Context: an optimization exercise on an open-source flow, tuned for small area, a short achievable clock period and few clock cycles. The choices shown serve that exercise and are no tape-out recipe.
RTL that was checked went through simulation tests only; none was proved equivalent to the original.
Function not checked in runs 2 to 9: the RTL went through the layout flow alone.

[config.mk]
export PLATFORM = sky130hd
export DESIGN_NAME = sqrt_u32
export DESIGN_NICKNAME = sqrt_u32
export VERILOG_FILES = /design/flow/design.v
export SDC_FILE = /design/flow/constraint.sdc
export NUM_CORES = 4
export LEC_CHECK = 0
export CAP_MARGIN = 20
export CORE_MARGIN = 2
export CORE_UTILIZATION = 40
export SLEW_MARGIN = 20
[design.v]
module sqrt_u32(
        input             clk,
        input             rst_n,
        input             vld_in,
        input      [31:0] x,
        output reg        vld_out,
        output     [15:0] y
    );
    localparam K  = 1;                      
    localparam F  = 2;                      
    localparam G  = 0;                      
    localparam L  = (16 - F - G) / K;       
    localparam XW = 32 - 2 * F;             
    localparam CW = (L > 8) ? 4 : (L > 4) ? 3 : (L > 2) ? 2 : 1;
    reg          busy;
    reg [CW-1:0] cnt;                       
    reg [16:0]   r;                         
    reg [15:0]   q;                         
    reg [XW-1:0] xs;                        
    function [32:0] step(input [32:0] rq, input [1:0] xx);
        reg [18:0] c;
        reg [18:0] d;
        begin
            c = {rq[32:16], xx};
            if (!rq[32])
                d = c - {2'b00, rq[14:0], 2'b01};
            else
                d = c + {2'b00, rq[14:0], 2'b11};
            step = {d[16:0], rq[14:0], ~d[18]};
        end
    endfunction
    reg [32:0] ld;                          
    reg [32:0] it;                          
    reg [32:0] ot;                          
    integer k;
    always @* begin
        ld = 33'd0;
        for (k = 0; k < F; k = k + 1)
            ld = step(ld, x[31-2*k -: 2]);
        it = {r, q};
        for (k = 0; k < K; k = k + 1)
            it = step(it, xs[XW-1-2*k -: 2]);
        ot = {r, q};
        for (k = 0; k < G; k = k + 1)
            ot = step(ot, xs[XW-1-2*k -: 2]);
    end
    assign y = ot[15:0];
    always @(posedge clk or negedge rst_n) begin
        if (!rst_n) begin
            busy    <= 1'b0;
            vld_out <= 1'b0;
        end else begin
            vld_out <= busy && cnt == 0;
            if (!busy)
                busy <= vld_in;
            else if (cnt == 0)
                busy <= 1'b0;
        end
    end
    always @(posedge clk) begin
        if (!busy) begin
            {r, q} <= ld;
            xs     <= x[XW-1:0];
            cnt    <= L - 1;
        end else begin
            {r, q} <= it;
            xs     <= xs << (2 * K);
            cnt    <= cnt - 1'b1;
        end
    end
endmodule
[run.sh]
#!/bin/bash
# synth_recipe.tcl (not shown) runs the flow's synth.tcl, then flattens the netlist and writes it again
# the make line also repeats each setting of config.mk as NAME=value (left out here)
make -C /OpenROAD-flow-scripts/flow DESIGN_CONFIG=/design/flow/config.mk WORK_HOME=/design/flow/orfs CLKGATE_MAP_FILE= SYNTH_SCRIPT=/design/flow/synth_recipe.tcl finish
[constraint.sdc]
create_clock -name core_clock -period 10.0 [get_ports {clk}]
set_input_delay 2.0000 -clock core_clock [delete_from_list [all_inputs] [get_ports {clk}]]
set_output_delay 2.0000 -clock core_clock [all_outputs]
set_load 0.01 [all_outputs]
==> results of run 1 <==
[synthesized netlist by cell type (2+ instances only)]
library cell,number,share of area [%]
a21o_1,15,3.5
a21oi_1,9,1.4
a311oi_1,3,0.81
a31o_2,2,0.54
a31oi_1,4,0.77
a41oi_1,2,0.54
and2_1,14,2.7
and4_1,2,0.54
buf_1,2,0.23
buf_4,17,3.9
clkbuf_1,11,1.3
dfrtp_1,2,1.5
dfxtp_1,65,40
ha_1,20,7.7
inv_1,13,1.5
mux2_2,26,9.0
mux2i_1,3,0.92
nand2_1,16,1.8
nand2b_1,2,0.38
nand3_1,7,1.1
nand4_1,5,0.96
nor2_1,8,0.92
nor2b_1,4,0.77
nor3_1,5,0.77
nor4_1,2,0.38
o2111ai_1,3,0.81
o211ai_1,2,0.46
o21a_1,2,0.46
o21ai_0,10,1.5
o31ai_1,2,0.46
or3_1,5,0.96
or4_1,2,0.46
xnor2_1,24,6.5
xor2_1,2,0.54
[metrics by stage]
step	std cells	util, %
final	465	50.8
after CTS	465	50.8
after floorplan	326	-
after detailed placement	449	47.6
after global routing	465	50.8
after global placement	449	47.6
[sequential cells by signal, summed over array words and instances, names as in the netlist]
register,cells
q,16
vld_out,1
cnt,4
r,17
xs,28
busy,1
[worst min-delay path by stage]
stage               slack [ps]                end               from  cells past startpoint
floorplan                  370  cnt[0]$_SDFF_PN1_  cnt[0]$_SDFF_PN1_                      1
global placement           380  cnt[0]$_SDFF_PN1_  cnt[0]$_SDFF_PN1_                      1
detailed placement         390  cnt[0]$_SDFF_PN1_  cnt[0]$_SDFF_PN1_                      1
CTS                        410  cnt[0]$_SDFF_PN1_  cnt[0]$_SDFF_PN1_                      1
global route               420  cnt[0]$_SDFF_PN1_  cnt[0]$_SDFF_PN1_                      1
finish                     410  cnt[0]$_SDFF_PN1_  cnt[0]$_SDFF_PN1_                      1
[layout make-up]
cell class | instances | area (um2)
Fill cell | 737 | 3840
Multi-Input combinational cell | 214 | 1660
Sequential cell | 67 | 1350
Timing Repair Buffer | 53 | 526
Tap cell | 102 | 128
Clock buffer | 9 | 124
Clock inverter | 7 | 124
Inverter | 13 | 48.8
[per-layer routing]
layer	vias up	GRT usage [%]
met5	-	0
met4	0	7.25
met2	51	23.4
met3	10	3.93
met1	1077	21.1
li1	1201	-
[cell families (layout without fill, tap and decap cells)]
group                    after synthesis  after routing  synth area share [%]
buffers and inverters                 45             82                  7.41
flip-flops                            67             67                  41.5
adder cells (fa/ha/maj)               20             20                  7.68
AO/OA/AOI/OAI                         63             63                  13.7
multiplexers                          29             29                  9.91
XOR/XNOR                              26             26                  6.99
AND/OR/NAND/NOR                       76             76                  12.8
[cell usage in the layout (no fill, tap or decap), types with 3 or more instances in the layout]
master | Yosys | final
a21oi_1 | 9 | 9
nor3_1 | 5 | 5
nor2_1 | 8 | 8
or3_1 | 5 | 5
clkbuf_8 | 0 | 9
ha_1 | 20 | 20
mux2i_1 | 3 | 3
and2_1 | 14 | 14
nand2_1 | 16 | 16
dfxtp_1 | 65 | 65
nand4_1 | 5 | 5
xnor2_1 | 24 | 24
a31oi_1 | 4 | 4
bufinv_16 | 0 | 3
a21o_1 | 15 | 15
nand3_1 | 7 | 7
o21ai_0 | 10 | 10
mux2_2 | 26 | 26
inv_1 | 13 | 13
nor2b_1 | 4 | 4
a311oi_1 | 3 | 3
o2111ai_1 | 3 | 3
clkdlybuf4s50_1 | 0 | 51
==> flow_summary.yaml, run 1 <==
sta:
  finalClockSkew_ps: 8.05
  fmax_mhz: 300
  period_needed_ps: 3330
  final_hold_viol_count: 0
  fin_setup_tns_ps: 0
  rsz0062_at_grt: "false"
  hold_ws_ps: 406
  setup_viol: 0
  layout_setup_ws_ps: 6670
  min_period_over_period_pct: 33.3
  maxSlewHeadroom_pct: 36.1
  worst_pin_slew_ps: 957
  slew_violations: 0
routing:
  post-route-drc-count: 0
  maxUsedRoutingLayer: "met4"
  m1WireLength_mm: 2.94
  routedWlPerCell_um: 13.4
  initialDrtViolationCount: 79
  vias: 2339
  dr_wl_met3_um: 332
  ant_nets: 0
  wl_mm: 6.21
  viasPerCell: 5.03
  wl_met2_mm: 2.81
  drt_first_pass_iters: 4
status:
  status: "complete, no violations"
clocking:
  clkTransAtPathRegs_ps: 80
  cts_resized: 0
  cts_max_path_buffers: 2
  worstSkewPairLatency_ps: 350
  ctsHoldBuffers: 0
  cts_tree: "built"
  cts.htree.levels: 3
  cts-root-buf: "clkbuf_8"
  cts_setup_buffers: 0
  cts_made_buffers: 9
  clock_sinks: 67
critical_path:
  crit_fanout: 3
  endpoint_kind: "output pin"
  cp-start-kind: "register"
  crit_type: "reg2out"
  timing.reg2reg.setup_slack_ps: 7010
  arrival_ps: 1330
  cp.required_ps: 8000
  ff2ff_path_depth: 7
  worst-path-buf-inv: 1
  crit_family: "buffers and inverters"
  endpoint: "y[0]"
  r2r-start: "r[16]$_DFF_P_"
  critPathMaxStageDelay_ps: 580
  crit_path_start: "q[0]$_DFF_P_"
  cp_cell_sequence: "clkdlybuf4s50_1"
  cp_slowest_cell: "clkdlybuf4s50_1"
  r2r-end: "r[16]$_DFF_P_"
  worst-path-stages: 1
global_route:
  grt_overflow: 0
  grt_pass1_vias: 2262
  grt_pass1_wl_mm: 10.8
  grt_max_degree: 46
  grt_usage_pct: 15.7
  antenna_found_initial: 0
yosys:
  syn-cell-area_um2: 3260
  yosys_warnings: 1
  syn-num-nets: 381
  seq_area_frac_synth_pct: 41.5
  synth_edf_count: 0
  yosys_most_used_dff: "dfxtp_1"
  yosys.cell_types.count: 49
  synthArstFlopShare_pct: 2.99
  syn_area_per_cell_um2: 9.99
  synth.ff_latch_count: 67
  netlist_instances: 326
floorplan:
  core_area_um2: 7810
  die_area_um2: 8880
  die_h_um: 94.2
  io_pins: 52
  num_rows: 32
  initial_utilization_pct: 41.7
  die_x_um: 94.2
cells_and_area:
  drive_above_1_share_pct: 13.8
  finalInstanceArea_um2: 3970
  diodes: 0
  layout.nets: 413
  syn_to_final_growth_pct: 21.8
placement:
  hpwl_mm: 4.35
  place_area_um2: 3720
  place_congestion: 0.819
  place_ws_ps: 6450
  io_buffer_count: 51
flow_run:
  max_cap_violations: 0
worst_hold_path:
  hp-class: "reg2reg"
Testbench counts, summed over its fixed seeds: cycles 36,008.
==> run 2, diff against run 1 <==
--- a/design.v
+++ b/design.v
@@ -13,3 +13,3 @@
     localparam XW = 32 - 2 * F;             
-    localparam CW = (L > 8) ? 4 : (L > 4) ? 3 : (L > 2) ? 2 : 1;
+    localparam CW = (L > 1) ? $clog2(L) : 1;
     reg          busy;
==> run 2 against run 1 <==
Via count stayed put. Register-to-register slack about the same. Hold slack is the same. Still clean on timing, DRC and antenna. Highest routed layer unchanged. Non-clock buffer count stayed put. Area after synthesis unchanged. Setup slack stayed put.
==> flow_summary.yaml, run 2 <==
cells_and_area:
  drive_above_1_share_pct: 13.8
  syn_to_final_growth_pct: 21.8
  mostFrequentLayoutCell: "dfxtp_1"
  top_register: "xs"
  diodes: 0
  layout.nets: 413
  largest_reg_flops: 28
  final_cells: 465
  final_cell_mix: "65 x dfxtp_1, 51 x clkdlybuf4s50_1, 26 x mux2_2, 24 x xnor2_1, 20 x ha_1"
yosys:
  synthArstFlopShare_pct: 2.99
  seq_area_frac_synth_pct: 41.5
  synthSimpleGateAreaFrac_pct: 12.8
  synth.ff_latch_count: 67
  synth.area.mux_share_pct: 9.91
  synthAdderAreaFrac_pct: 7.68
  synth_top_family_by_area: "compound AO/OA/AOI/OAI gates"
  syn-num-nets: 381
  netlist_instances: 326
  synth_commonest_cells: "65 x dfxtp_1, 26 x mux2_2, 24 x xnor2_1"
  synth_top_area_share_pct: 40.0
  syn-cell-area_um2: 3260
  synth.area.top_cells: "dfxtp_1 40%, mux2_2 9.0%, ha_1 7.7%"
  yosysMostFrequentCell: "dfxtp_1"
  yosys_warnings: 1
  yosys_most_used_dff: "dfxtp_1"
  yosys.cell_types.count: 49
  synth_compound_area_share_pct: 13.7
  synthXorXnorAreaFrac_pct: 6.99
  yosys.area.top_type: "dfxtp_1"
  synth_edf_count: 0
  syn_area_per_cell_um2: 9.99
global_route:
  grt_pass1_vias: 2262
  grt_usage_pct: 15.7
  grt_overflow: 0
  grt_pass1_wl_mm: 10.8
  antenna_found_initial: 0
  grt_max_degree: 46
sta:
  rsz0062_at_grt: "false"
  min_period_over_period_pct: 33.3
  finalClockSkew_ps: 8.05
  period_needed_ps: 3330
  fmax_mhz: 300
  setup_viol: 0
  maxSlewHeadroom_pct: 36.1
  slew_violations: 0
  final_hold_viol_count: 0
  worst_pin_slew_ps: 957
  fin_setup_tns_ps: 0
critical_path:
  timing.reg2reg.setup_slack_ps: 7010
  crit_family: "buffers and inverters"
  cp-start-kind: "register"
  r2r-start: "r[16]$_DFF_P_"
  critPathMaxStageDelay_ps: 580
  cp.required_ps: 8000
  crit_fanout: 3
  cp_slowest_cell: "clkdlybuf4s50_1"
  ff2ff_path_depth: 7
  r2r-end: "r[16]$_DFF_P_"
  crit_type: "reg2out"
  arrival_ps: 1330
  endpoint_kind: "output pin"
  cp_cell_sequence: "clkdlybuf4s50_1"
  worst-path-buf-inv: 1
clocking:
  cts_max_path_buffers: 2
  clock_sinks: 67
  cts_setup_buffers: 0
  cts-root-buf: "clkbuf_8"
  worstSkewPairLatency_ps: 350
  cts_resized: 0
  cts.htree.levels: 3
  clkTransAtPathRegs_ps: 80
  cts_tree: "built"
  cts_made_buffers: 9
  ctsHoldBuffers: 0
routing:
  dr_wl_met3_um: 332
  initialDrtViolationCount: 79
  routedWlPerCell_um: 13.4
  drt_first_pass_iters: 4
  ant_nets: 0
  m1WireLength_mm: 2.94
  post-route-drc-count: 0
  wl_mm: 6.21
  viasPerCell: 5.03
  vias: 2339
  wl_met2_mm: 2.81
  maxUsedRoutingLayer: "met4"
status:
  status: "complete, no violations"
worst_hold_path:
  min_to: "cnt[0]$_SDFF_PN1_"
  hp-class: "reg2reg"
  min_from: "cnt[0]$_SDFF_PN1_"
  min_delay_path_depth: 1
floorplan:
  io_pins: 52
  die_x_um: 94.2
  die_area_um2: 8880
  core_area_um2: 7810
  die_h_um: 94.2
  num_rows: 32
  initial_utilization_pct: 41.7
placement:
  io_buffer_count: 51
  placedCellCount: 449
  place_congestion: 0.819
  hpwl_mm: 4.35
flow_run:
  max_cap_violations: 0
==> run 2: cell counts after synthesis <==
No cell type changed its count.
==> run 2: logic make-up (layout without fill, tap and decap cells) <==
family	count (synthesis)	in the layout
and+or+nand+nor	76	76
AOI/OAI and AO/OA	63	63
DFF	67	67
muxes	29	29
adders and majority gates	20	20
xor gates and xnor gates	26	26
buffers and inverters	45	82
==> run 2: metrics by stage <==
stage | utilization (%) | area (um2) | setup slack [ps] | hold slack, ps
final | 50.8 | 3970 | 6670 | 406
after global routing | 50.8 | 3970 | 6600 | 421
after CTS | 50.8 | 3970 | 6650 | 408
after detailed placement | 47.6 | 3720 | 6450 | 386
after global placement | 47.6 | 3720 | 6460 | 384
after floorplan | - | 3260 | 6880 | 372
==> run 2: worst max-delay path by stage <==
stage                     cells after the start             to         start
after floorplan                               5  r[12]$_DFF_P_         x[29]
after global routing                          1           y[0]  q[0]$_DFF_P_
after detailed placement                      6  r[16]$_DFF_P_         x[30]
after CTS                                     1           y[0]  q[0]$_DFF_P_
after global placement                        6  r[16]$_DFF_P_         x[30]
final                                         1           y[0]  q[0]$_DFF_P_
==> run 2: metal layers <==
| layer | vias to the layer above | GRT usage, % |
|---|---|---|
| met5 | - | 0 |
| met4 | 0 | 7.25 |
| met3 | 10 | 3.93 |
| met2 | 51 | 23.4 |
| met1 | 1077 | 21.1 |
| li1 | 1201 | - |
==> run 2: final cells by class <==
class	instances	area, um2
Fill cell	737	3840
Multi-Input combinational cell	214	1660
Clock buffer	9	124
Clock inverter	7	124
Sequential cell	67	1350
Timing Repair Buffer	53	526
Tap cell	102	128
Inverter	13	48.8
==> run 3, diff against run 2 <==
--- a/design.v
+++ b/design.v
@@ -9,3 +9,3 @@
     localparam K  = 1;                      
-    localparam F  = 2;                      
+    localparam F  = 1;                      
     localparam G  = 0;                      
==> run 3 against run 2 <==
Critical path depth stayed put. Sequential share of layout area is 0.52 points higher. Final cell count grew 1.9%. Setup slack improved by 22 ps. Critical endpoint unchanged. Largest cell class unchanged. Highest routed layer unchanged.
==> flow_summary.yaml, run 3 <==
status:
  status: "complete, no violations"
cells_and_area:
  final_cell_mix: "67 x dfxtp_1, 51 x clkdlybuf4s50_1, 28 x mux2_2, 20 x ha_1, 19 x xnor2_1"
  fillers: 799
  finalInstanceArea_um2: 4020
  largest_reg_flops: 30
  top_register: "xs"
  drive_above_1_share_pct: 17.1
  layout.nets: 419
  diodes: 0
  syn_to_final_growth_pct: 19.0
  mostFrequentLayoutCell: "dfxtp_1"
critical_path:
  crit_family: "buffers and inverters"
  r2r-start: "r[16]$_DFF_P_"
  crit_fanout: 3
  cp_cell_sequence: "clkdlybuf4s50_1"
  endpoint_kind: "output pin"
  crit_type: "reg2out"
  r2r-end: "r[10]$_DFF_P_"
  cp_slowest_cell: "clkdlybuf4s50_1"
  critPathMaxStageDelay_ps: 570
  arrival_ps: 1310
  ff2ff_path_depth: 7
  cp-start-kind: "register"
  worst-path-buf-inv: 1
  cp.required_ps: 8000
  timing.reg2reg.setup_slack_ps: 7160
yosys:
  netlist_instances: 331
  syn-num-nets: 386
  yosys_warnings: 1
  syn_area_per_cell_um2: 10.2
  synth_commonest_cells: "67 x dfxtp_1, 28 x mux2_2, 20 x ha_1"
  seq_area_frac_synth_pct: 41.2
  yosys.cell_types.count: 58
  yosys_most_used_dff: "dfxtp_1"
  synth_top_area_share_pct: 39.7
  synth_edf_count: 0
  yosysMostFrequentCell: "dfxtp_1"
  yosys.area.top_type: "dfxtp_1"
  synth.ff_latch_count: 69
  syn-cell-area_um2: 3380
  synth.area.top_cells: "dfxtp_1 40%, mux2_2 9.3%, ha_1 7.4%"
  synthArstFlopShare_pct: 2.90
floorplan:
  num_rows: 33
  die_area_um2: 9200
  io_pins: 52
  core_area_um2: 8220
  initial_utilization_pct: 41.1
  die_x_um: 95.9
  die_h_um: 95.9
global_route:
  grt_pass1_wl_mm: 10.7
  grt_pass1_vias: 2275
  grt_max_degree: 81
  grt_usage_pct: 15.3
  antenna_found_initial: 0
  grt_overflow: 0
routing:
  initialDrtViolationCount: 108
  vias: 2375
  wl_mm: 6.32
  post-route-drc-count: 0
  routedWlPerCell_um: 13.3
  ant_nets: 0
  drt_first_pass_iters: 5
  viasPerCell: 5.01
placement:
  io_buffer_count: 51
  hpwl_mm: 4.39
  place_area_um2: 3850
  place_congestion: 0.741
clocking:
  clock_sinks: 69
  cts_setup_buffers: 0
  cts-root-buf: "clkbuf_8"
  cts_tree: "built"
  clkTransAtPathRegs_ps: 80
  ctsHoldBuffers: 0
  cts_made_buffers: 9
  cts.htree.levels: 3
  cts_max_path_buffers: 2
  cts_resized: 0
  worstSkewPairLatency_ps: 350
worst_hold_path:
  min_to: "cnt[0]$_SDFF_PN0_"
  min_delay_path_depth: 1
  hp-class: "reg2reg"
  min_from: "cnt[0]$_SDFF_PN0_"
sta:
  rsz0062_at_grt: "false"
  setup_viol: 0
  fmax_mhz: 302
  min_period_over_period_pct: 33.1
  final_hold_viol_count: 0
  hold_ws_ps: 446
  slew_violations: 0
  maxSlewHeadroom_pct: 35.2
  fin_setup_tns_ps: 0
  finalClockSkew_ps: 5.73
  period_needed_ps: 3310
  worst_pin_slew_ps: 971
flow_run:
  max_cap_violations: 0
-- run 3: cell types whose count changed after synthesis, moves of 4 or more --
cell / before / now
a21oi_1: 9 / 14
nor2_1: 8 / 12
a21o_1: 15 / 6
xnor2_1: 24 / 19
a31oi_1: 4 / 0
-- run 3: per-stage QoR --
step / cells / setup slack [ps] / utilization [%]
6_report: 474 / 6690 / 49.0
2_1_floorplan: 331 / 7000 / -
5_1_grt: 474 / 6610 / 49.0
3_3_place_gp: 458 / 6450 / 46.8
3_5_place_dp: 458 / 6370 / 46.8
4_1_cts: 474 / 6660 / 49.0
-- run 3: cell families (layout without fill, tap and decap cells) --
group / count (synthesis) / in the layout / synth area share [%]
AO/OA/AOI/OAI: 69 / 69 / 15.2
XOR/XNOR: 22 / 22 / 5.70
adder cells (fa/ha/maj): 20 / 20 / 7.40
buffers and inverters: 41 / 79 / 6.70
flip-flops: 69 / 69 / 41.2
multiplexers: 31 / 31 / 10.2
AND/OR/NAND/NOR: 79 / 79 / 13.6
-- run 3: worst max-delay path by stage --
stage | from | slack (ps) | cells past startpoint | end
3_5_place_dp | x[30] | 6370 | 7 | r[9]$_DFF_P_
4_1_cts | q[0]$_DFF_P_ | 6660 | 1 | y[0]
3_3_place_gp | x[30] | 6450 | 7 | r[9]$_DFF_P_
5_1_grt | q[0]$_DFF_P_ | 6610 | 1 | y[0]
6_report | q[0]$_DFF_P_ | 6690 | 1 | y[0]
2_1_floorplan | x[30] | 7000 | 7 | r[15]$_DFF_P_
-- run 3: metal layers --
metal	wire length [um]	track usage (%)	up-vias	share of wire (%)
li1	-	-	1216	-
met1	3000	20.0	1086	47
met2	2750	22.1	60	44
met3	410	5.25	13	6.5
met4	157	7.86	0	2.5
met5	0	0	-	0
-- run 3: final cells by class --
cell class | instances | area, um2 | share of cell area [%]
Multi-Input combinational cell | 221 | 1760 | 43.8
Clock buffer | 9 | 124 | 3.08
Tap cell | 105 | 131 | 3.27
Timing Repair Buffer | 53 | 526 | 13.1
Clock inverter | 7 | 50.0 | 1.24
Inverter | 10 | 37.5 | 0.933
Sequential cell | 69 | 1390 | 34.6
==> run 4, diff against run 3 <==
--- a/design.v
+++ b/design.v
@@ -8,3 +8,3 @@
     );
-    localparam K  = 1;                      
+    localparam K  = 3;                      
     localparam F  = 1;                      
==> run 4 against run 3 <==
Area after synthesis rose by 50%. Critical path type is now reg2reg. Final cell count rose by 65%. Clock skew is 7.3 ps higher. Maximum frequency down 51%. Sequential share of layout area decreased by 11 points. Routed wire length increased by 98%. Design area up 47%.
==> flow_summary.yaml, run 4 <==
status:
  status: "complete, no violations"
critical_path:
  crit_fanout: 16
  worst-path-buf-inv: 0
  r2r-end: "r[11]$_DFF_P_"
  worst-path-stages: 22
  crit_path_start: "r[16]$_DFF_P_"
  endpoint_kind: "register"
  r2r-start: "r[16]$_DFF_P_"
  ff2ff_path_depth: 22
  endpoint: "r[11]$_DFF_P_"
  cp_cell_sequence: "xnor2_1 -> ha_1 -> nand4_1 -> nor4_1 -> nor3_1 -> and3_4 -> xnor2_4 -> xnor2_1 -> ha_1 -> o21a_1 -> o31ai_1 -> a21o_1 -> o311ai_1 -> nand2_2 -> xnor2_1 -> ha_1 -> o21ai_0 -> a211o_1 -> a21oi_1 -> o21ai_0 -> nor3b_1 -> o31ai_1"
  critPathMaxStageDelay_ps: 880
  cp-start-kind: "register"
  timing.reg2reg.setup_slack_ps: 3210
  cp.required_ps: 10220
  cp_slowest_cell: "dfxtp_1"
  crit_type: "reg2reg"
  arrival_ps: 7010
  crit_family: "compound AO/OA/AOI/OAI gates"
sta:
  fmax_mhz: 147
  maxSlewHeadroom_pct: 42.5
  fin_setup_tns_ps: 0
  slew_violations: 0
  worst_pin_slew_ps: 861
  min_period_over_period_pct: 67.9
  rsz0062_at_grt: "false"
  finalClockSkew_ps: 13.1
  final_hold_viol_count: 0
  period_needed_ps: 6790
  setup_viol: 0
yosys:
  synth.ff_latch_count: 68
  synth_commonest_cells: "72 x xnor2_1, 66 x dfxtp_1, 56 x ha_1"
  yosys.cell_types.count: 64
  seq_area_frac_synth_pct: 27.0
  synth.area.top_cells: "dfxtp_1 26%, ha_1 14%, xnor2_1 12%"
  synthArstFlopShare_pct: 2.94
  yosysMostFrequentCell: "xnor2_1"
  syn_area_per_cell_um2: 8.85
  yosys.area.top_type: "dfxtp_1"
  syn-cell-area_um2: 5080
  netlist_instances: 574
  yosys_warnings: 1
  syn-num-nets: 665
  yosys_most_used_dff: "dfxtp_1"
  synth_top_area_share_pct: 26.0
  synth_edf_count: 0
routing:
  post-route-drc-count: 0
  routedWlPerCell_um: 16.0
  initialDrtViolationCount: 347
  drt_first_pass_iters: 7
  wl_mm: 12.5
  viasPerCell: 5.28
  ant_nets: 0
  vias: 4131
worst_hold_path:
  hp-class: "reg2reg"
global_route:
  grt_usage_pct: 19.3
  grt_pass1_wl_mm: 19.8
  grt_overflow: 0
  grt_max_degree: 64
  antenna_found_initial: 0
  grt_pass1_vias: 3943
floorplan:
  die_x_um: 117
  num_rows: 41
  io_pins: 52
  core_area_um2: 12500
  die_area_um2: 13600
  initial_utilization_pct: 40.6
  die_h_um: 117
clocking:
  ctsHoldBuffers: 0
  worstSkewPairLatency_ps: 350
  cts_resized: 0
  clkTransAtPathRegs_ps: 50
  cts_setup_buffers: 0
  clock_sinks: 68
  cts_max_path_buffers: 2
  cts-root-buf: "clkbuf_16"
  cts_tree: "built"
  cts_made_buffers: 9
  cts.htree.levels: 3
placement:
  hpwl_mm: 9.74
  io_buffer_count: 51
  place_congestion: 0.865
cells_and_area:
  layout.nets: 697
  fillers: 1229
  postLayoutCoreUtil_pct: 47.2
  syn_to_final_growth_pct: 16.3
  final_cell_mix: "72 x xnor2_1, 66 x dfxtp_1, 56 x ha_1, 51 x clkdlybuf4s50_1, 41 x a21oi_1"
  mostFrequentLayoutCell: "xnor2_1"
  top_register: "xs"
  drive_above_1_share_pct: 8.84
  diodes: 0
  largest_reg_flops: 30
flow_run:
  max_cap_violations: 0
==> run 4: layer usage <==
| layer | up-vias | GRT usage [%] | share of wire (%) |
|---|---|---|---|
| met5 | - | 0 | 0 |
| met4 | 0 | 9.96 | 3.2 |
| met3 | 26 | 3.94 | 5.0 |
| met2 | 113 | 30.5 | 45 |
| met1 | 1909 | 24.9 | 47 |
| li1 | 2083 | - | - |
==> run 4: worst min path at each step <==
stage / slack (ps) / end / depth (start not counted) / from
3_5_place_dp: 410 / cnt[0]$_SDFF_PN0_ / 1 / cnt[0]$_SDFF_PN0_
5_1_grt: 440 / cnt[0]$_SDFF_PN0_ / 1 / cnt[0]$_SDFF_PN0_
3_3_place_gp: 400 / cnt[0]$_SDFF_PN0_ / 1 / cnt[0]$_SDFF_PN0_
6_report: 420 / cnt[0]$_SDFF_PN0_ / 1 / cnt[0]$_SDFF_PN0_
2_1_floorplan: 390 / cnt[0]$_SDFF_PN0_ / 1 / cnt[0]$_SDFF_PN0_
4_1_cts: 420 / cnt[0]$_SDFF_PN0_ / 1 / cnt[0]$_SDFF_PN0_
==> run 4: stage by stage <==
stage	worst slack (ps)	cells	instance area, um2	hold slack (ps)
after global routing	2540	783	5910	440
after detailed placement	3200	767	5620	412
after CTS	3160	783	5910	420
after global placement	3410	767	5620	404
after floorplan	3980	574	5080	393
final	3210	783	5910	422
==> run 4: logic make-up after synthesis <==
group	Yosys count	share of synthesized area [%]
compound gates	143	18.7
xor+xnor	80	14.2
fa+ha+maj	56	13.8
buf+inv	59	5.86
flops	68	27.0
mux	27	5.94
simple gates	141	14.5
==> run 4: area by class of cell <==
| type | count | area, um2 | share of cell area [%] |
|---|---|---|---|
| flip-flops and latches | 68 | 1370 | 23.2 |
| multi-input cells | 447 | 3410 | 57.7 |
| well taps | 172 | 215 | 3.64 |
| repair buffers | 52 | 518 | 8.77 |
| clock buffers | 10 | 239 | 4.04 |
| clock inverters | 6 | 48.8 | 0.826 |
| inverters | 28 | 105 | 1.78 |
==> run 4: worst reg2reg max path: stages (launching register included) <==
cell and delay (ps):
dfxtp_1 880, xnor2_1 180, ha_1 430, nand4_1 250, nor4_1 290, nor3_1 90
and3_4 220, xnor2_4 530, xnor2_1 160, ha_1 400, o21a_1 180, o31ai_1 120
a21o_1 220, o311ai_1 330, nand2_2 370, xnor2_1 270, ha_1 340, o21ai_0 170
a211o_1 360, a21oi_1 270, o21ai_0 150, nor3b_1 160, o31ai_1 320
==> run 5, diff against run 4 <==
--- a/design.v
+++ b/design.v
@@ -8,4 +8,4 @@
     );
-    localparam K  = 3;                      
-    localparam F  = 1;                      
+    localparam K  = 2;                      
+    localparam F  = 2;                      
     localparam G  = 0;                      
==> run 5 against run 4 <==
Still clean on timing, DRC and antenna. Maximum frequency rose by 20%. Hold slack got worse by 3.4 ps. Design area fell by 22%. Critical path depth fell by 7. Setup slack improved by 1100 ps. Largest cell class unchanged.
==> flow_summary.yaml, run 5 <==
status:
  status: "complete, no violations"
cells_and_area:
  postLayoutCoreUtil_pct: 47.9
  syn_to_final_growth_pct: 17.9
  mostFrequentLayoutCell: "dfxtp_1"
  final_cell_mix: "64 x dfxtp_1, 51 x clkdlybuf4s50_1, 39 x ha_1, 28 x xnor2_1, 24 x mux2_2"
  seqCellArea_um2: 1330
  multi_input_area_um2: 2350
  drive_above_1_share_pct: 10.6
  layout.nets: 522
  largest_reg_flops: 28
  fillers: 932
  top_register: "xs"
  final_cells: 586
  diodes: 0
  finalInstanceArea_um2: 4610
sta:
  fmax_mhz: 176
  maxSlewHeadroom_pct: 28.7
  rsz0062_at_grt: "false"
  period_needed_ps: 5670
  min_period_over_period_pct: 56.7
  slew_violations: 0
  fin_setup_tns_ps: 0
  layout_setup_ws_ps: 4330
  hold_ws_ps: 418
  setup_viol: 0
  finalClockSkew_ps: 6.91
  worst_pin_slew_ps: 1070
  final_hold_viol_count: 0
clocking:
  cts_setup_buffers: 0
  clkTransAtPathRegs_ps: 80
  cts_resized: 0
  cts_max_path_buffers: 2
  cts_made_buffers: 9
  ctsHoldBuffers: 0
  clock_sinks: 66
  cts.htree.levels: 3
  cts-root-buf: "clkbuf_8"
  worstSkewPairLatency_ps: 360
  cts_tree: "built"
global_route:
  antenna_found_initial: 0
  grt_pass1_wl_mm: 14.0
  grt_max_degree: 45
  grt_pass1_vias: 3038
  grt_usage_pct: 17.3
  grt_overflow: 0
floorplan:
  die_area_um2: 10600
  initial_utilization_pct: 40.6
  die_x_um: 103
  num_rows: 36
  core_area_um2: 9640
  io_pins: 52
  die_h_um: 103
yosys:
  yosys.area.top_type: "dfxtp_1"
  seq_area_frac_synth_pct: 34.0
  netlist_instances: 412
  synthArstFlopShare_pct: 3.03
  syn_area_per_cell_um2: 9.50
  synth_commonest_cells: "64 x dfxtp_1, 39 x ha_1, 28 x xnor2_1"
  synth.ff_latch_count: 66
  yosysMostFrequentCell: "dfxtp_1"
  yosys_warnings: 1
  synth_top_area_share_pct: 32.7
  syn-cell-area_um2: 3910
  syn-num-nets: 486
  yosys_most_used_dff: "dfxtp_1"
  synth_edf_count: 0
  yosys.cell_types.count: 50
  synth.area.top_cells: "dfxtp_1 33%, ha_1 12%, mux2_2 6.9%"
placement:
  place_area_um2: 4430
  placedCellCount: 570
  hpwl_mm: 6.36
  io_buffer_count: 51
  place_congestion: 0.891
  place_ws_ps: 4420
routing:
  drt_first_pass_iters: 4
  ant_nets: 0
  wl_mm: 8.35
  routedWlPerCell_um: 14.2
  viasPerCell: 5.14
  post-route-drc-count: 0
  initialDrtViolationCount: 87
  vias: 3010
critical_path:
  cp_slowest_cell: "dfxtp_1"
  worst-path-buf-inv: 0
  timing.reg2reg.setup_slack_ps: 4330
  critPathMaxStageDelay_ps: 1030
  crit_family: "compound AO/OA/AOI/OAI gates"
  arrival_ps: 5920
  cp_cell_sequence: "xnor2_1 -> ha_1 -> a21o_1 -> a21oi_1 -> o211ai_1 -> o21a_2 -> o311ai_4 -> xor2_1 -> ha_1 -> a21oi_1 -> nand2_1 -> o21ai_0 -> a211oi_1 -> or3_1 -> a31o_2"
  crit_type: "reg2reg"
  crit_fanout: 16
  cp-start-kind: "register"
  endpoint_kind: "register"
  cp.required_ps: 10250
flow_run:
  max_cap_violations: 0
worst_hold_path:
  hp-class: "reg2reg"
-- run 5: logic make-up (layout without fill, tap and decap cells) --
group                      after synthesis  in the layout  synth area share (%)
muxes                                   26             26                  7.42
xor gates and xnor gates                50             50                  11.2
DFF                                     66             66                  34.0
AOI/OAI and AO/OA                       90             90                  16.1
buffers and inverters                   44             85                  5.95
adders and majority gates               39             39                  12.5
and+or+nand+nor                         97             97                  12.9
-- run 5: final timing paths --
path                                   startpoint                 to  cells after the start
worst max-delay path                r[16]$_DFF_P_      r[16]$_DFF_P_                     15
worst min-delay path            cnt[0]$_SDFF_PN0_  cnt[0]$_SDFF_PN0_                      1
worst max register to register      r[16]$_DFF_P_      r[16]$_DFF_P_                     15
worst min register to register  cnt[0]$_SDFF_PN0_  cnt[0]$_SDFF_PN0_                      1
max in group asynchronous                   rst_n     busy$_DFF_PN0_                      1
min in group asynchronous                   rst_n  vld_out$_DFF_PN0_                      1
-- run 5: worst register-to-register path: cells and delay by family, from the launching register on --
kind / cells / cell delay (ps)
AND/OR/NAND/NOR: 2 / 450
adder cells (fa/ha/maj): 2 / 780
AO/OA/AOI/OAI: 9 / 2910
flip-flops: 1 / 1030
XOR/XNOR: 2 / 400
-- run 5: metal layers --
metal	track usage (%)	vias to the layer above	wire, um
li1	-	1519	-
met1	20.8	1400	3840
met2	28.6	72	3810
met3	5.56	19	479
met4	7.39	0	214
met5	0	-	0
-- run 5: area by class of cell --
cell class / instances / area share, %
multi-input combinational: 302 / 50.9
clock inverter: 7 / 1.33
sequential: 66 / 28.9
tap: 133 / 3.61
inverter: 17 / 1.38
clock buffer: 9 / 2.68
timing repair buffer: 52 / 11.2
==> run 6, diff against run 5 <==
--- a/config.mk
+++ b/config.mk
@@ -7,2 +7,3 @@
 export LEC_CHECK = 0
+export ABC_CLOCK_PERIOD_IN_PS = 1500
 export CAP_MARGIN = 20
==> run 6 against run 5 <==
Still clean on timing, DRC and antenna. Utilization unchanged. Maximum frequency stayed put. Area after synthesis unchanged. First-iteration DRC count is the same. Hold slack stayed put. Largest cell class unchanged.
==> flow_summary.yaml, run 6 <==
status:
  status: "complete, no violations"
clocking:
  clkTransAtPathRegs_ps: 80
  cts_tree: "built"
  worstSkewPairLatency_ps: 360
  ctsHoldBuffers: 0
  cts_max_path_buffers: 2
  clock_sinks: 66
  cts-root-buf: "clkbuf_8"
  cts_setup_buffers: 0
  cts_made_buffers: 9
  cts.htree.levels: 3
  cts_resized: 0
global_route:
  grt_pass1_vias: 3038
  grt_usage_pct: 17.3
  grt_overflow: 0
  grt_pass1_wl_mm: 14.0
  antenna_found_initial: 0
  grt_max_degree: 45
yosys:
  yosys.area.top_type: "dfxtp_1"
  synth.ff_latch_count: 66
  netlist_instances: 412
  syn_area_per_cell_um2: 9.50
  yosys_warnings: 1
  yosys_most_used_dff: "dfxtp_1"
  syn-cell-area_um2: 3910
  synth_top_area_share_pct: 32.7
  synthArstFlopShare_pct: 3.03
  syn-num-nets: 486
  synth_edf_count: 0
  yosysMostFrequentCell: "dfxtp_1"
  seq_area_frac_synth_pct: 34.0
  yosys.cell_types.count: 50
  synth_commonest_cells: "64 x dfxtp_1, 39 x ha_1, 28 x xnor2_1"
  synth.area.top_cells: "dfxtp_1 33%, ha_1 12%, mux2_2 6.9%"
critical_path:
  crit_type: "reg2reg"
  cp-start-kind: "register"
  endpoint_kind: "register"
  crit_fanout: 16
  arrival_ps: 5920
  ff2ff_path_depth: 15
  cp.required_ps: 10250
sta:
  fmax_mhz: 176
  slew_violations: 0
  final_hold_viol_count: 0
  worst_pin_slew_ps: 1070
  period_needed_ps: 5670
  min_period_over_period_pct: 56.7
  fin_setup_tns_ps: 0
  setup_viol: 0
  rsz0062_at_grt: "false"
  finalClockSkew_ps: 6.91
  maxSlewHeadroom_pct: 28.7
  layout_setup_ws_ps: 4330
floorplan:
  num_rows: 36
  die_h_um: 103
  initial_utilization_pct: 40.6
  core_area_um2: 9640
  io_pins: 52
  die_x_um: 103
  die_area_um2: 10600
cells_and_area:
  layout.nets: 522
  largest_reg_flops: 28
  top_register: "xs"
  final_cells: 586
  postLayoutCoreUtil_pct: 47.9
  mostFrequentLayoutCell: "dfxtp_1"
  diodes: 0
  drive_above_1_share_pct: 10.6
  final_cell_mix: "64 x dfxtp_1, 51 x clkdlybuf4s50_1, 39 x ha_1, 28 x xnor2_1, 24 x mux2_2"
  syn_to_final_growth_pct: 17.9
  finalInstanceArea_um2: 4610
  fillers: 932
flow_run:
  max_cap_violations: 0
placement:
  io_buffer_count: 51
  hpwl_mm: 6.36
  place_congestion: 0.891
  place_area_um2: 4430
  placedCellCount: 570
  place_ws_ps: 4420
routing:
  drt_first_pass_iters: 4
  vias: 3010
  viasPerCell: 5.14
  wl_mm: 8.35
  ant_nets: 0
  routedWlPerCell_um: 14.2
  initialDrtViolationCount: 87
  post-route-drc-count: 0
worst_hold_path:
  min_delay_path_depth: 1
  hp-class: "reg2reg"
## run 6: final timing paths
kind	from	to	slack, ps
worst max-delay path	r[16]$_DFF_P_	r[16]$_DFF_P_	4330
worst min-delay path	cnt[0]$_SDFF_PN0_	cnt[0]$_SDFF_PN0_	420
worst max register to register	r[16]$_DFF_P_	r[16]$_DFF_P_	4330
worst min register to register	cnt[0]$_SDFF_PN0_	cnt[0]$_SDFF_PN0_	420
max in group asynchronous	rst_n	busy$_DFF_PN0_	8070
min in group asynchronous	rst_n	vld_out$_DFF_PN0_	1800
## run 6: logic make-up (layout without fill, tap and decap cells)
kind of cell	Yosys count	count (layout)	share of synthesized area, %
flip-flops	66	66	34.0
AND/OR/NAND/NOR	97	97	12.9
XOR/XNOR	50	50	11.2
adder cells (fa/ha/maj)	39	39	12.5
AO/OA/AOI/OAI	90	90	16.1
multiplexers	26	26	7.42
buffers and inverters	44	85	5.95
## run 6: worst max-delay path, stage by stage (launching register included)
cell and delay [ps]:
dfxtp_1 1030, xnor2_1 230, ha_1 390, a21o_1 190
a21oi_1 270, o211ai_1 260, o21a_2 310, o311ai_4 880
xor2_1 150, ha_1 390, a21oi_1 290, nand2_1 80
o21ai_0 310, a211oi_1 150, or3_1 370, a31o_2 250
## run 6: layer usage
layer / wire (um) / up-vias / global-route usage (%)
met5: 0 / - / 0
met4: 214 / 0 / 7.39
met3: 479 / 19 / 5.56
met2: 3810 / 72 / 28.6
met1: 3840 / 1400 / 20.8
li1: - / 1519 / -
## run 6: final cells by class
cell class / count / area, um2 / area share [%]
clock buffer: 9 / 124 / 2.68
clock inverter: 7 / 61.3 / 1.33
inverter: 17 / 63.8 / 1.38
multi-input combinational: 302 / 2350 / 50.9
sequential: 66 / 1330 / 28.9
tap: 133 / 166 / 3.61
timing repair buffer: 52 / 518 / 11.2
## run 6: per-stage QoR
step	hold WS [ps]
finish	418
global route	450
CTS	423
detailed placement	411
global placement	407
floorplan	393
==> run 7, diff against run 6 <==
--- a/design.v
+++ b/design.v
@@ -8,3 +8,3 @@
     );
-    localparam K  = 2;                      
+    localparam K  = 1;                      
     localparam F  = 2;                      
==> run 7 against run 6 <==
Still clean on timing, DRC and antenna. Routed wire length is 26% lower. First-iteration DRC count fell by 9.2%. Sequential share of layout area is 5.2 points higher. Critical path type is now reg2out. Largest cell class unchanged. Highest routed layer unchanged.
==> flow_summary.yaml, run 7 <==
status:
  status: "complete, no violations"
yosys:
  synth_top_area_share_pct: 40.0
  synthXorXnorAreaFrac_pct: 6.99
  synth.area.top_cells: "dfxtp_1 40%, mux2_2 9.0%, ha_1 7.7%"
  yosysMostFrequentCell: "dfxtp_1"
  synth.ff_latch_count: 67
  seq_area_frac_synth_pct: 41.5
  synthArstFlopShare_pct: 2.99
  synth_edf_count: 0
  syn-cell-area_um2: 3260
  netlist_instances: 326
  synthAdderAreaFrac_pct: 7.68
  yosys.cell_types.count: 49
  synth_top_family_by_area: "compound AO/OA/AOI/OAI gates"
  synth_commonest_cells: "65 x dfxtp_1, 26 x mux2_2, 24 x xnor2_1"
  synthSimpleGateAreaFrac_pct: 12.8
  yosys_warnings: 1
  syn-num-nets: 381
  yosys_most_used_dff: "dfxtp_1"
  yosys.area.top_type: "dfxtp_1"
  syn_area_per_cell_um2: 9.99
  synth.area.mux_share_pct: 9.91
  synth_compound_area_share_pct: 13.7
routing:
  wl_mm: 6.21
  post-route-drc-count: 0
  vias: 2339
  drt_first_pass_iters: 4
  viasPerCell: 5.03
  ant_nets: 0
  initialDrtViolationCount: 79
  routedWlPerCell_um: 13.4
critical_path:
  endpoint_kind: "output pin"
  cp-start-kind: "register"
  cp_cell_sequence: "clkdlybuf4s50_1"
  crit_fanout: 3
  cp.required_ps: 8000
  arrival_ps: 1330
  crit_type: "reg2out"
  cp_slowest_cell: "clkdlybuf4s50_1"
  critPathMaxStageDelay_ps: 580
  worst-path-stages: 1
  ff2ff_path_depth: 7
  worst-path-buf-inv: 1
  crit_family: "buffers and inverters"
worst_hold_path:
  min_delay_path_depth: 1
  hp-class: "reg2reg"
sta:
  maxSlewHeadroom_pct: 36.1
  final_hold_viol_count: 0
  min_period_over_period_pct: 33.3
  finalClockSkew_ps: 8.05
  fmax_mhz: 300
  setup_viol: 0
  rsz0062_at_grt: "false"
  slew_violations: 0
  fin_setup_tns_ps: 0
  period_needed_ps: 3330
  worst_pin_slew_ps: 957
global_route:
  antenna_found_initial: 0
  grt_max_degree: 46
  grt_overflow: 0
  grt_pass1_wl_mm: 10.8
  grt_pass1_vias: 2262
  grt_usage_pct: 15.7
clocking:
  cts_resized: 0
  worstSkewPairLatency_ps: 350
  clock_sinks: 67
  cts_max_path_buffers: 2
  clkTransAtPathRegs_ps: 80
  cts_setup_buffers: 0
  cts.htree.levels: 3
  cts_tree: "built"
  ctsHoldBuffers: 0
  cts_made_buffers: 9
  cts-root-buf: "clkbuf_8"
floorplan:
  core_area_um2: 7810
  die_h_um: 94.2
  io_pins: 52
  die_x_um: 94.2
  num_rows: 32
  initial_utilization_pct: 41.7
  die_area_um2: 8880
cells_and_area:
  diodes: 0
  final_cell_mix: "65 x dfxtp_1, 51 x clkdlybuf4s50_1, 26 x mux2_2, 24 x xnor2_1, 20 x ha_1"
  final_cells: 465
  drive_above_1_share_pct: 13.8
  top_register: "xs"
  syn_to_final_growth_pct: 21.8
  mostFrequentLayoutCell: "dfxtp_1"
  largest_reg_flops: 28
  layout.nets: 413
  postLayoutCoreUtil_pct: 50.8
placement:
  place_congestion: 0.819
  io_buffer_count: 51
  placedCellCount: 449
  hpwl_mm: 4.35
flow_run:
  max_cap_violations: 0
run 7: cell count changes in the layout (fill, tap and decap cells not counted), sizes merged, moves of 6 or more:
cell	change
a211oi	-6
a21o	+7
a21oi	-9
ha	-19
inv	-7
nor2	-14
o21ai	-6
xor2	-20
run 7: kinds of logic after synthesis:
family	Yosys count
compound gates	63
flops	67
xor+xnor	26
buf+inv	45
mux	29
fa+ha+maj	20
simple gates	76
run 7: worst register-to-register path, cell delays in order (launching register included):
cell and delay (ps):
dfxtp_1 950, xnor2_1 180, ha_1 430, a21oi_1 160, o21ai_0 290, or3b_1 490
or3_1 350, nand3_1 80
run 7: worst paths after layout:
path,startpoint,endpoint,slack (ps)
max,q[0]$_DFF_P_,y[0],6670
min,cnt[0]$_SDFF_PN1_,cnt[0]$_SDFF_PN1_,410
max reg2reg,r[16]$_DFF_P_,r[16]$_DFF_P_,7010
min reg2reg,cnt[0]$_SDFF_PN1_,cnt[0]$_SDFF_PN1_,410
max in group asynchronous,rst_n,busy$_DFF_PN0_,8050
min in group asynchronous,rst_n,vld_out$_DFF_PN0_,1820
run 7: per-stage QoR:
stage / cell area [um2] / hold WS (ps) / setup slack, ps
after global placement: 3720 / 384 / 6460
final: 3970 / 406 / 6670
after CTS: 3970 / 408 / 6650
after global routing: 3970 / 421 / 6600
after detailed placement: 3720 / 386 / 6450
after floorplan: 3260 / 372 / 6880
run 7: final cells by class:
type / instances / area (um2)
clock buffer: 9 / 124
clock inverter: 7 / 124
fill: 737 / 3840
inverter: 13 / 48.8
multi-input combinational: 214 / 1660
sequential: 67 / 1350
tap: 102 / 128
timing repair buffer: 53 / 526
run 7: routing by layer:
| layer | share of wire (%) | wire (um) | GRT usage, % | vias up |
|---|---|---|---|---|
| met5 | 0 | 0 | 0 | - |
| met4 | 2.0 | 125 | 7.25 | 0 |
| met3 | 5.3 | 332 | 3.93 | 10 |
| met2 | 45 | 2810 | 23.4 | 51 |
| met1 | 47 | 2940 | 21.1 | 1077 |
| li1 | - | - | - | 1201 |
==> run 8, diff against run 7 <==
--- a/design.v
+++ b/design.v
@@ -8,4 +8,4 @@
     );
-    localparam K  = 1;                      
-    localparam F  = 2;                      
+    localparam K  = 4;                      
+    localparam F  = 0;                      
     localparam G  = 0;                      
--- a/config.mk
+++ b/config.mk
@@ -7,3 +7,2 @@
 export LEC_CHECK = 0
-export ABC_CLOCK_PERIOD_IN_PS = 1500
 export CAP_MARGIN = 20
==> run 8 against run 7 <==
Via count up 96%. Routed wire length up 130%. Non-clock buffer count up 10. Maximum frequency down 63%. Design area up 73%. Sequential cell count up 2. Clock skew up 0.77 ps. Still clean.
==> flow_summary.yaml, run 8 <==
yosys:
  yosys.area.top_type: "dfxtp_1"
  yosysMostFrequentCell: "xnor2_1"
  synth_commonest_cells: "72 x xnor2_1, 71 x ha_1, 67 x dfxtp_1"
  netlist_instances: 640
  synthArstFlopShare_pct: 2.90
  synth.ff_latch_count: 69
  syn_area_per_cell_um2: 9.31
  yosys_warnings: 1
  seq_area_frac_synth_pct: 23.3
  syn-num-nets: 746
  synth_edf_count: 0
  syn-cell-area_um2: 5960
  yosys.cell_types.count: 68
  yosys_most_used_dff: "dfxtp_1"
  synth.area.top_cells: "dfxtp_1 23%, ha_1 15%, xnor2_1 11%"
  synth_top_area_share_pct: 22.5
placement:
  io_buffer_count: 51
  hpwl_mm: 11.4
  place_congestion: 0.936
cells_and_area:
  drive_above_1_share_pct: 13.7
  syn_to_final_growth_pct: 14.9
  layout.nets: 773
  postLayoutCoreUtil_pct: 47.1
  fillers: 1425
  largest_reg_flops: 32
  top_register: "xs"
  diodes: 0
  mostFrequentLayoutCell: "xnor2_1"
  final_cell_mix: "72 x xnor2_1, 71 x ha_1, 67 x dfxtp_1, 51 x a21oi_1, 51 x clkdlybuf4s50_1"
clocking:
  cts.htree.levels: 3
  cts_made_buffers: 9
  cts_setup_buffers: 0
  cts_tree: "built"
  cts_max_path_buffers: 2
  clock_sinks: 69
  worstSkewPairLatency_ps: 340
  clkTransAtPathRegs_ps: 60
  cts-root-buf: "clkbuf_16"
  cts_resized: 0
  ctsHoldBuffers: 0
sta:
  slew_violations: 0
  finalClockSkew_ps: 8.82
  rsz0062_at_grt: "false"
  fmax_mhz: 110
  setup_viol: 0
  fin_setup_tns_ps: 0
  min_period_over_period_pct: 91.1
  period_needed_ps: 9110
  final_hold_viol_count: 0
  maxSlewHeadroom_pct: 38.0
  worst_pin_slew_ps: 930
worst_hold_path:
  min_to: "cnt[0]$_SDFF_PN1_"
  hp-class: "reg2reg"
  min_from: "cnt[0]$_SDFF_PN1_"
  min_delay_path_depth: 1
critical_path:
  crit_fanout: 16
  worst-path-buf-inv: 2
  timing.reg2reg.setup_slack_ps: 890
  crit_family: "compound AO/OA/AOI/OAI gates"
  r2r-end: "r[16]$_SDFF_PN0_"
  cp_common_cell: "ha_1"
  endpoint_kind: "register"
  cp.required_ps: 10220
  r2r-start: "r[16]$_SDFF_PN0_"
  arrival_ps: 9330
  critPathMaxStageDelay_ps: 740
  ff2ff_path_depth: 34
  cp_slowest_cell: "xnor2_4"
  crit_type: "reg2reg"
  cp-start-kind: "register"
floorplan:
  die_area_um2: 15900
  io_pins: 52
  die_h_um: 126
  num_rows: 44
  core_area_um2: 14500
  die_x_um: 126
  initial_utilization_pct: 41.0
global_route:
  grt_overflow: 0
  grt_usage_pct: 18.7
  grt_pass1_wl_mm: 23.4
  antenna_found_initial: 0
  grt_pass1_vias: 4547
  grt_max_degree: 74
flow_run:
  max_cap_violations: 0
routing:
  viasPerCell: 5.36
  routedWlPerCell_um: 17.0
  vias: 4586
  initialDrtViolationCount: 318
  drt_first_pass_iters: 6
  wl_mm: 14.6
  ant_nets: 0
  post-route-drc-count: 0
status:
  status: "complete, no violations"
[run 8: changes by cell type after synthesis, moves of 15 or more]
cell,before,now
xnor2_1,24,72
a21oi_1,9,51
xor2_1,2,19
ha_1,20,71
o21a_1,2,17
nor2b_1,4,20
[run 8: worst max-delay path by stage]
stage	cells after the start	from	slack, ps	to
CTS	34	r[16]$_SDFF_PN0_	950	r[16]$_SDFF_PN0_
global route	35	r[16]$_SDFF_PN0_	210	r[16]$_SDFF_PN0_
global placement	34	r[16]$_SDFF_PN0_	1310	r[16]$_SDFF_PN0_
detailed placement	34	r[16]$_SDFF_PN0_	990	r[16]$_SDFF_PN0_
finish	34	r[16]$_SDFF_PN0_	890	r[16]$_SDFF_PN0_
floorplan	36	r[16]$_SDFF_PN0_	2070	r[13]$_SDFF_PN0_
[run 8: layer usage]
metal  up-vias  routed length, um  GRT usage [%]  part of all wire, %
li1       2284                  -              -                    -
met1      2134               6470           24.0                   44
met2       132               6860           31.0                   47
met3        36                829           3.65                  5.7
met4         0                434           7.37                  3.0
met5         -                  0              0                    0
[run 8: per-stage QoR]
stage | setup WS (ps) | cell area, um2 | hold WS, ps | instances
after floorplan | 2070 | 5960 | 358 | 640
after global placement | 1310 | 6520 | 364 | 840
after detailed placement | 990 | 6520 | 380 | 840
after CTS | 955 | 6850 | 394 | 856
after global routing | 211 | 6850 | 403 | 856
final | 893 | 6850 | 387 | 856
[run 8: final cells by class]
cell class	count	area, um2	share of cell area (%)
clock buffers	10	239	3.49
clock inverters	6	93.8	1.37
inverters	26	97.6	1.42
multi-input cells	498	4200	61.3
flip-flops and latches	69	1390	20.3
well taps	184	230	3.36
repair buffers	63	601	8.77
[run 8: logic make-up after synthesis]
kind of cell               share of synthesized area [%]
adders and majority gates                           14.9
xor gates and xnor gates                            19.7
DFF                                                 23.3
buffers and inverters                               6.28
AOI/OAI and AO/OA                                   18.2
and+or+nand+nor                                     12.9
muxes                                               4.70
[run 8: worst register-to-register path: cells and delay by family, from the launching register on]
| kind | cells | cell delay, ps |
|---|---|---|
| AO/OA/AOI/OAI | 19 | 3810 |
| XOR/XNOR | 7 | 2280 |
| adder cells (fa/ha/maj) | 4 | 1410 |
| buffers and inverters | 2 | 610 |
| flip-flops | 1 | 550 |
| AND/OR/NAND/NOR | 2 | 330 |
==> run 9, diff against run 8 <==
--- a/design.v
+++ b/design.v
@@ -9,3 +9,3 @@
     localparam K  = 4;                      
-    localparam F  = 0;                      
+    localparam F  = 4;                      
     localparam G  = 0;                      
==> run 9 against run 8 <==
Still clean. Clock skew is 1.9 ps higher. Routed wire length is 13% higher. Setup slack worse by 70 ps. Non-clock buffer count up 2. Design area rose by 8.3%. Sequential cell count down 8. Clock-buffer cell count is the same. Global-route usage up 1.4 points. First-iteration DRC count decreased by 3.8%. Highest routed layer unchanged.
==> flow_summary.yaml, run 9 <==
clocking:
  cts_tree: "built"
  cts-root-buf: "clkbuf_16"
  cts_made_buffers: 9
  cts_max_path_buffers: 2
  worstSkewPairLatency_ps: 330
  cts.htree.levels: 3
  clkTransAtPathRegs_ps: 60
  cts_resized: 0
  cts_setup_buffers: 0
  clock_sinks: 61
  ctsHoldBuffers: 0
critical_path:
  cp-start-kind: "register"
  endpoint_kind: "register"
  cp_slowest_cell: "dfxtp_1"
  cp.required_ps: 10180
  critPathMaxStageDelay_ps: 530
  arrival_ps: 9360
  crit_type: "reg2reg"
  crit_fanout: 16
cells_and_area:
  drive_above_1_share_pct: 8.16
  postLayoutCoreUtil_pct: 46.8
  diodes: 0
  final_cell_mix: "99 x xnor2_1, 90 x ha_1, 70 x a21oi_1, 59 x dfxtp_1, 51 x clkdlybuf4s50_1"
  mostFrequentLayoutCell: "xnor2_1"
  layout.nets: 930
  fillers: 1551
  syn_to_final_growth_pct: 14.9
  largest_reg_flops: 24
  top_register: "xs"
routing:
  ant_nets: 0
  initialDrtViolationCount: 306
  routedWlPerCell_um: 16.0
  drt_first_pass_iters: 5
  vias: 5346
  wl_mm: 16.4
  viasPerCell: 5.22
  post-route-drc-count: 0
floorplan:
  die_x_um: 131
  io_pins: 52
  die_h_um: 131
  num_rows: 46
  core_area_um2: 15800
  initial_utilization_pct: 40.8
  die_area_um2: 17200
sta:
  rsz0062_at_grt: "false"
  slew_violations: 0
  finalClockSkew_ps: 10.7
  min_period_over_period_pct: 91.8
  maxSlewHeadroom_pct: 47.3
  fmax_mhz: 109
  period_needed_ps: 9180
  final_hold_viol_count: 0
  worst_pin_slew_ps: 787
  setup_viol: 0
  fin_setup_tns_ps: 0
yosys:
  syn-num-nets: 901
  yosys.cell_types.count: 60
  synth.ff_latch_count: 61
  syn_area_per_cell_um2: 8.33
  yosysMostFrequentCell: "xnor2_1"
  seq_area_frac_synth_pct: 19.1
  yosys.area.top_type: "dfxtp_1"
  netlist_instances: 775
  synth_top_area_share_pct: 18.3
  synth_edf_count: 0
  syn-cell-area_um2: 6450
  synth_commonest_cells: "99 x xnor2_1, 90 x ha_1, 70 x a21oi_1"
  yosys_warnings: 1
  yosys_most_used_dff: "dfxtp_1"
  synth.area.top_cells: "dfxtp_1 18%, ha_1 17%, xnor2_1 13%"
  synthArstFlopShare_pct: 3.28
status:
  status: "complete, no violations"
placement:
  io_buffer_count: 51
  hpwl_mm: 13.2
  place_congestion: 0.917
global_route:
  grt_usage_pct: 20.1
  grt_pass1_vias: 5271
  grt_pass1_wl_mm: 26.7
  antenna_found_initial: 0
  grt_overflow: 0
  grt_max_degree: 68
flow_run:
  max_cap_violations: 0
worst_hold_path:
  hp-class: "reg2reg"
run 9: cell count changes in the layout (fill, tap and decap cells not counted), sizes merged, moves of 11 or more:
cell	delta
o21ai	+19
ha	+19
inv	+16
nand2	+11
a21oi	+18
nand2b	+11
nor2	+15
xnor2	+16
run 9: through the flow:
step                instance area (um2)  setup WS, ps  instances  hold WS [ps]
floorplan                          6450           976        775           392
global placement                   7090           722       1009           404
detailed placement                 7090           671       1009           404
CTS                                7400           625       1025           420
global route                       7410           166       1025           443
finish                             7410           823       1025           419
run 9: worst max-delay path, delay by kind of cell (launching register included):
| family | cells | cell delay (ps) |
|---|---|---|
| and+or+nand+nor | 5 | 890 |
| muxes | 2 | 350 |
| AOI/OAI and AO/OA | 14 | 4200 |
| DFF | 1 | 530 |
| adders and majority gates | 4 | 1480 |
| xor gates and xnor gates | 7 | 1580 |
run 9: layer usage:
metal | global-route usage (%) | routed length, um | up-vias
li1 | - | - | 2778
met4 | 4.51 | 205 | 0
met3 | 2.73 | 727 | 13
met5 | 0 | 0 | -
met1 | 27.8 | 7990 | 2438
met2 | 33.4 | 7520 | 117
run 9: final cells by class:
class / count / area [um2] / share of cell area [%]
flip-flops and latches: 61 / 1230 / 16.6
well taps: 216 / 270 / 3.64
repair buffers: 65 / 616 / 8.30
multi-input cells: 625 / 4830 / 65.1
inverters: 42 / 158 / 2.13
clock buffers: 10 / 239 / 3.22
clock inverters: 6 / 71.3 / 0.962
run 9: path summary, 6_finish.rpt:
path | startpoint | end | slack (ps) | cells after the start
min reg2reg | cnt[0]$_SDFF_PN0_ | cnt[0]$_SDFF_PN0_ | 420 | 1
max reg2reg | q[1]$_DFF_P_ | r[15]$_DFF_P_ | 820 | 32
max | q[1]$_DFF_P_ | r[15]$_DFF_P_ | 820 | 32
min | cnt[0]$_SDFF_PN0_ | cnt[0]$_SDFF_PN0_ | 420 | 1
min in group asynchronous | rst_n | vld_out$_DFF_PN0_ | 1820 | 1
max in group asynchronous | rst_n | busy$_DFF_PN0_ | 8050 | 1
run 9: cell families (layout without fill, tap and decap cells):
group,count (synthesis),count (layout),synth area share (%)
AOI/OAI and AO/OA,217,217,21.5
and+or+nand+nor,158,158,12.5
buffers and inverters,89,123,6.28
adders and majority gates,91,91,17.8
DFF,61,61,19.1
muxes,27,27,4.61
xor gates and xnor gates,132,132,18.3

[separate check: timing with driven ports]
The flow's constraints put no driver on any port. The routed layouts listed below were extracted and timed again, unchanged, in two steps.
Step 1 assumes that a clkbuf_16 drives the clock port and a buf_2 every other input.
Step 2 adds t to the input delays and takes it off the output delays; t is the mean of the earliest and latest rising clock arrival at the registers after step 1. Input paths then give back, and output paths get back, about the clock's delay inside the block.
a / b / c = no drivers / after step 1 / after step 2; a / b = the first two.
run | t, ns | setup slack, ns | worst hold slack (ns)
run 1 | 0.373 | 6.672 / 6.640 / 6.431 | 0.406 / 0.406 / 0.406
run 2 | 0.373 | 6.672 / 6.640 / 6.431 | 0.406 / 0.406 / 0.406
run 3 | 0.379 | 6.693 / 6.661 / 6.388 | 0.446 / 0.446 / 0.446
run 4 | 0.383 | 3.210 / 3.210 / 3.210 | 0.422 / 0.422 / 0.422
run 5 | 0.383 | 4.332 / 4.332 / 4.332 | 0.418 / 0.418 / 0.418
run 6 | 0.383 | 4.332 / 4.332 / 4.332 | 0.418 / 0.418 / 0.418
run 7 | 0.373 | 6.672 / 6.640 / 6.431 | 0.406 / 0.406 / 0.406
run 8 | 0.380 | 0.893 / 0.893 / 0.893 | 0.387 / 0.387 / 0.387
run 9 | 0.364 | 0.823 / 0.823 / 0.823 | 0.419 / 0.419 / 0.419
After both steps setup and hold are still met in every run listed. The setup slack of run 3, which loses most, moves by -0.032 ns with the drivers and by -0.305 ns with both steps.
